Context: an optimization exercise on an open-source flow, tuned for small area, a short achievable clock period and few clock cycles. The choices shown serve that exercise and are no tape-out recipe. The RTL was checked by simulation tests, not by an equivalence proof against the original design.

`design/flow/run.sh`:
```
#!/bin/bash
# synth_recipe.tcl (not shown) runs the flow's synth.tcl, then flattens the netlist and writes it again
# the make line also repeats each setting of config.mk as NAME=value (left out here)
make -C /OpenROAD-flow-scripts/flow DESIGN_CONFIG=/design/flow/config.mk WORK_HOME=/design/flow/orfs CLKGATE_MAP_FILE= SYNTH_SCRIPT=/design/flow/synth_recipe.tcl finish
```
`design/flow/config.mk`:
```
export PLATFORM = sky130hd
export DESIGN_NAME = matrix_vector_mul_fp
export DESIGN_NICKNAME = matrix_vector_mul_fp
export VERILOG_FILES = /design/flow/design.v
export SDC_FILE = /design/flow/constraint.sdc
export NUM_CORES = 8
export LEC_CHECK = 0
export CAP_MARGIN = 20
export CORE_MARGIN = 2
export CORE_UTILIZATION = 40
export SLEW_MARGIN = 20
```
`design/flow/constraint.sdc`:
```
create_clock -name core_clock -period 30.0 [get_ports {clk}]
set_input_delay 6.0000 -clock core_clock [delete_from_list [all_inputs] [get_ports {clk}]]
set_output_delay 6.0000 -clock core_clock [all_outputs]
set_load 0.01 [all_outputs]
```
`design/flow/design.v`:
```
module fp_mult(
    input  logic [31:0] a,
    input  logic [31:0] b,
    output logic [31:0] result
);
    logic sign_a, sign_b;
    logic [7:0] exp_a, exp_b;
    logic [23:0] mant_a, mant_b;
    assign sign_a = a[31];
    assign exp_a = a[30:23];
    assign mant_a = (exp_a == 0) ? {1'b0, a[22:0]} : {1'b1, a[22:0]};
    assign sign_b = b[31];
    assign exp_b = b[30:23];
    assign mant_b = (exp_b == 0) ? {1'b0, b[22:0]} : {1'b1, b[22:0]};
    logic sign_res;
    assign sign_res = sign_a ^ sign_b;
    logic [8:0] exp_sum;
    assign exp_sum = exp_a + exp_b - 8'd127;
    logic [47:0] mant_prod;
    assign mant_prod = mant_a * mant_b;
    logic [7:0] final_exp;
    logic [22:0] final_mant;
    always_comb begin
        if (mant_prod[47]) begin
            final_mant = mant_prod[46:24];
            final_exp  = exp_sum + 1;
        end else begin
            final_mant = mant_prod[45:23];
            final_exp  = exp_sum;
        end
    end
    assign result = {sign_res, final_exp, final_mant};
endmodule
module fp_add(
    input  logic [31:0] a,
    input  logic [31:0] b,
    output logic [31:0] result
);
    logic sign_a, sign_b;
    logic [7:0] exp_a, exp_b;
    logic [23:0] mant_a, mant_b;
    assign sign_a = a[31];
    assign exp_a = a[30:23];
    assign mant_a = (exp_a == 0) ? {1'b0, a[22:0]} : {1'b1, a[22:0]};
    assign sign_b = b[31];
    assign exp_b = b[30:23];
    assign mant_b = (exp_b == 0) ? {1'b0, b[22:0]} : {1'b1, b[22:0]};
    logic [7:0] exp_diff;
    logic [23:0] aligned_a, aligned_b;
    logic [7:0] exp_max;
    always_comb begin
        if (exp_a > exp_b) begin
            exp_diff = exp_a - exp_b;
            aligned_a = mant_a;
            aligned_b = mant_b >> exp_diff;
            exp_max = exp_a;
        end else begin
            exp_diff = exp_b - exp_a;
            aligned_a = mant_a >> exp_diff;
            aligned_b = mant_b;
            exp_max = exp_b;
        end
    end
    logic [24:0] mant_sum;
    logic result_sign;
    always_comb begin
        if (sign_a == sign_b) begin
            mant_sum = aligned_a + aligned_b;
            result_sign = sign_a;
        end else begin
            if (aligned_a > aligned_b) begin
                mant_sum = aligned_a - aligned_b;
                result_sign = sign_a;
            end else begin
                mant_sum = aligned_b - aligned_a;
                result_sign = sign_b;
            end
        end
    end
    logic [7:0] final_exp;
    logic [22:0] final_mant;
    always_comb begin
        final_exp = exp_max;
        if (mant_sum[24]) begin
            final_mant = mant_sum[23:1];
            final_exp = exp_max + 1;
        end else begin
            final_mant = mant_sum[22:0];
        end
    end
    assign result = {result_sign, final_exp, final_mant};
endmodule
module matrix_vector_mul_fp #(
    parameter int M = 2,   
    parameter int N = 4    
)(
    input  logic             clk,
    input  logic             rst,
    input  logic             start,
    input  logic [M*N*32-1:0] matrix,    
    input  logic [N*32-1:0]   vector,    
    output logic [M*32-1:0]   result,    
    output logic             done
);
    logic [31:0] products [M][N];
    logic        compute_pending;
    genvar i, j;
    generate
        for (i = 0; i < M; i++) begin: ROWS
            for (j = 0; j < N; j++) begin: COLS
                fp_mult mul_inst (
                    .a(matrix[(i*N+j)*32 +: 32]),
                    .b(vector[j*32 +: 32]),
                    .result(products[i][j])
                );
            end
        end
    endgenerate
    generate
        for (i = 0; i < M; i++) begin: ADD_ROWS
            logic [31:0] sum0, sum1;
            logic [31:0] sum_final;
            fp_add add0 (.a(products[i][0]), .b(products[i][1]), .result(sum0));
            fp_add add1 (.a(products[i][2]), .b(products[i][3]), .result(sum1));
            fp_add add2 (.a(sum0),           .b(sum1),           .result(sum_final));
            always_ff @(posedge clk or posedge rst) begin
                if (rst)
                    result[i*32 +: 32] <= 32'b0;
                else if (compute_pending)
                    result[i*32 +: 32] <= sum_final;
            end
        end
    endgenerate
    always_ff @(posedge clk or posedge rst) begin
        if (rst) begin
            compute_pending <= 0;
            done <= 0;
        end else begin
            compute_pending <= start;
            done <= compute_pending;  
        end
    end
endmodule
```
==> key figures <==
Status
  – Outcome: no timing/DRC/antenna violations

STA
  – WHS: 0.513 ns
  – Period minus WS final: slightly below 30 ns
  – Total negative slack: 0 ns
  – Final Hold Violating Endpoints: 0
  – Final clock skew: roughly 0.014 ns
  – Endpoints failing setup: 0
  – Fmax: between 30 and 40 MHz
  – Tcrit/Tclk final: 96.9%
  – Final critical-path setup slack: 0.937 ns
  – Max-slew violation count: 0
  – Slew HR: 11.6%
  – Worst Tran Pin Value: between 1 and 1.5 ns

Clock tree
  – TritonCTS clock tree: done
  – Total CTS buffers: 9
  – Clock Latency Late Sink: between 0.4 and 0.5 ns
  – CTS clk-pin slew, worst paths: 0.06 ns
  – Clk sink count: 66
  – Hold buffer count at cts: 0
  – Max clock buf depth: 2
  – H-tree depth: 3
  – CTS root buf: clkbuf_16

Final layout
  – # fillers: around 51k
  – Final Util: between 40 and 50%
  – Layout cells sized above 1: under 10%
  – Nets: ~31k
  – Area delta synth->final: 6.94%

Worst setup path
  – Reg2Reg Setup Slack: between 20 and 30 ns
  – Max Fanout on Critical Path: 27
  – Delay-heaviest family, CP: compound AO/OA/AOI/OAI gates
  – Slowest CP cell: clkdlybuf4s50_1
  – WP data arrival: just under 30 ns
  – Worst EP required: roughly 30 ns
  – Critical Path Most Common Cell: fa_1
  – Crit start category: input pin
  – Slowest cell delay on critical path: 1.16 ns
  – Setup CP Type: in -> reg
  – WP buf/inv: 11
  – Crit end category: flip-flop

Synth
  – Mapped Nets: 31.4k
  – Post-synth ARST share: between 90% and 100%
  – Synth Register Bits: 66
  – Top cell type's share of synthesized area: a little under 40%
  – Prevailing post-synth register cell: dfrtp_1
  – Cells after Synth: roughly 25k
  – Top post-synthesis cells by count: 4638 x inv_1, 3952 x nand2_1, 3878 x fa_1, 1972 x ha_1, 1769 x and2_1
  – Synth cell types: ~120
  – Top post-synthesis cells by area: fa_1 39%, ha_1 12%, inv_1 8.7%
  – Ys Warns: 4
  – Syn Std Cell Area: between 0.2 and 0.25 mm2
  – Avg Cell Area, Syn: ~8.0 um2
  – Most frequent cell after synthesis: inv_1
  – EDFF count, synth: 0
  – Dominant cell type by area after synthesis: fa_1
  – Sequential share of the synthesized area: 0.821%

Die
  – Core region area: about 0.50 mm2
  – Site row count: 260
  – Vert. Die Dim: between 700 and 800 um
  – I/O pins: 452
  – Die X: around 710 um
  – Initial Utilization: 40.1%
  – Die area: 0.509 mm2

Detailed routing
  – Vias post-DR: roughly 180k
  – Routed Antenna Nets: 0
  – TritonRoute pass-1 iters: 8
  – Routed WL: about 730000 um
  – 1st-iter DRT viols: roughly 14k
  – WL/cell: 23.1 um
  – Via density: ~5.6
  – Drc violations: 0

GRT
  – First-pass GRT wire length: 1130000 um
  – Global route overflow: 0
  – All-Layer GR Usage: ~29%
  – Antenna violations before repair: 40
  – Vias in the first global route: between 150k and 200k
  – Pin count of the biggest net entering global routing: 67

Place
  – DP HPWL: approximately 600000 um
  – Final Wtd Congestion: slightly below 1
  – Worst slack at placement: -0.589 ns
  – Port bufs: about 450

Run
  – Max-cap violations: 0

Min path
  – HP Class: reg -> reg
[cell usage in the layout, fill, tap and decap left out, types with 97 or more instances in the layout]
| cell type | Yosys | routed |
|---|---|---|
| o21bai_1 | 185 | 185 |
| nor2_1 | 1144 | 1135 |
| and2_1 | 1769 | 1769 |
| ha_1 | 1972 | 1968 |
| mux2_2 | 131 | 130 |
| nor3_1 | 302 | 299 |
| mux2i_1 | 370 | 369 |
| nand3_1 | 272 | 271 |
| xor2_1 | 120 | 112 |
| o31ai_1 | 109 | 105 |
| a31oi_1 | 109 | 108 |
| a21oi_1 | 1047 | 1045 |
| clkdlybuf4s50_1 | 0 | 348 |
| nand2_1 | 3952 | 3947 |
| a211oi_1 | 163 | 156 |
| nor4_1 | 130 | 127 |
| o211ai_1 | 151 | 151 |
| o21a_1 | 113 | 113 |
| inv_1 | 4638 | 4637 |
| buf_2 | 32 | 97 |
| a21o_1 | 240 | 239 |
| nand4_1 | 117 | 117 |
| or3_1 | 131 | 131 |
| o21ai_0 | 712 | 697 |
| and3_1 | 112 | 112 |
| buf_4 | 1 | 765 |
| fa_1 | 3878 | 3878 |
| xnor2_1 | 409 | 383 |
[path summary, 6_finish.rpt]
path,startpoint,endpoint,cells past startpoint
max in group asynchronous,rst,compute_pending$_DFF_PP0_,3
min,result[37]$_DFFE_PP0P_,result[37]$_DFFE_PP0P_,1
min reg2reg,result[37]$_DFFE_PP0P_,result[37]$_DFFE_PP0P_,1
max,matrix[133],result[44]$_DFFE_PP0P_,82
max reg2reg,compute_pending$_DFF_PP0_,result[6]$_DFFE_PP0P_,2
min in group asynchronous,rst,done$_DFF_PP0_,2
[metrics by stage]
| step | cells | instance area, um2 |
|---|---|---|
| after CTS | 31600 | 215000 |
| after floorplan | 25100 | 201000 |
| after global placement | 31600 | 215000 |
| final | 31700 | 215000 |
| after global routing | 31600 | 215000 |
| after detailed placement | 31600 | 215000 |
[what timing repair did]
| item | CTS | global route |
|---|---|---|
| pin swaps | 0 | 2 |
| endpoints found under the setup margin | 3 | 62 |
| cloned | 0 | 0 |
| resized for setup | 1 | 34 |
| buffers inserted | 0 | 4 |
[final cells by class]
type | instances | area, um2 | share of cell area [%]
inverter | 4652 | 17500 | 8.12
multi-input combinational | 19000 | 177000 | 82.4
clock inverter | 6 | 90.1 | 0.0419
clock buffer | 10 | 239 | 0.111
timing repair buffer | 1233 | 10100 | 4.70
sequential | 66 | 1660 | 0.769
antenna | 15 | 37.5 | 0.0174
tap | 6681 | 8360 | 3.89
[kinds of logic after synthesis]
group                    after synthesis  share of synthesized area, %
flip-flops                            66                         0.821
adder cells (fa/ha/maj)             5853                          50.9
buffers and inverters               6091                          11.4
multiplexers                         518                          2.76
XOR/XNOR                             544                          2.46
AO/OA/AOI/OAI                       3770                          12.4
AND/OR/NAND/NOR                     8305                          19.3
[registers in the layout, indices dropped and copies added, names as in the netlist]
name,flops
result,64
done,1
compute_pending,1
[routing by layer]
layer	vias to the layer above	global-route usage [%]	wire, um
met5	-	0	74
met4	10	11.8	36900
met2	6754	46.9	335000
met1	89700	38.1	305000
li1	78800	-	-
met3	1335	4.19	54000
Testbench counts, summed over its fixed seeds: cycles 64,000.

## afterwards: timing with drivers on the ports
In the flow no input, the clock included, has a driving cell. The finished layout below was timed again as built, in two steps.
Step 1 (the two cells are an assumption about what drives the block):
set clk [get_ports {clk}]
set_driving_cell -lib_cell sky130_fd_sc_hd__clkbuf_16 $clk
set_driving_cell -lib_cell sky130_fd_sc_hd__buf_2 [delete_from_list [all_inputs] $clk]
Step 2 times the ports against the registers' clock, not the clock port: input delays grow and output delays shrink by t, the midpoint of the rising clock arrivals with the driver on.
Slacks: no drivers / after step 1 / after step 2; pairs: no drivers / after step 1.
t (ns): 0.465
slack for setup (ns): 0.937 / 0.975 / 0.510
hold slack, ns: 0.513 / 0.513 / 0.513
After both steps setup and hold are still met in this run. The setup slack of this run moves by +0.038 ns with the drivers and by -0.427 ns with both steps.
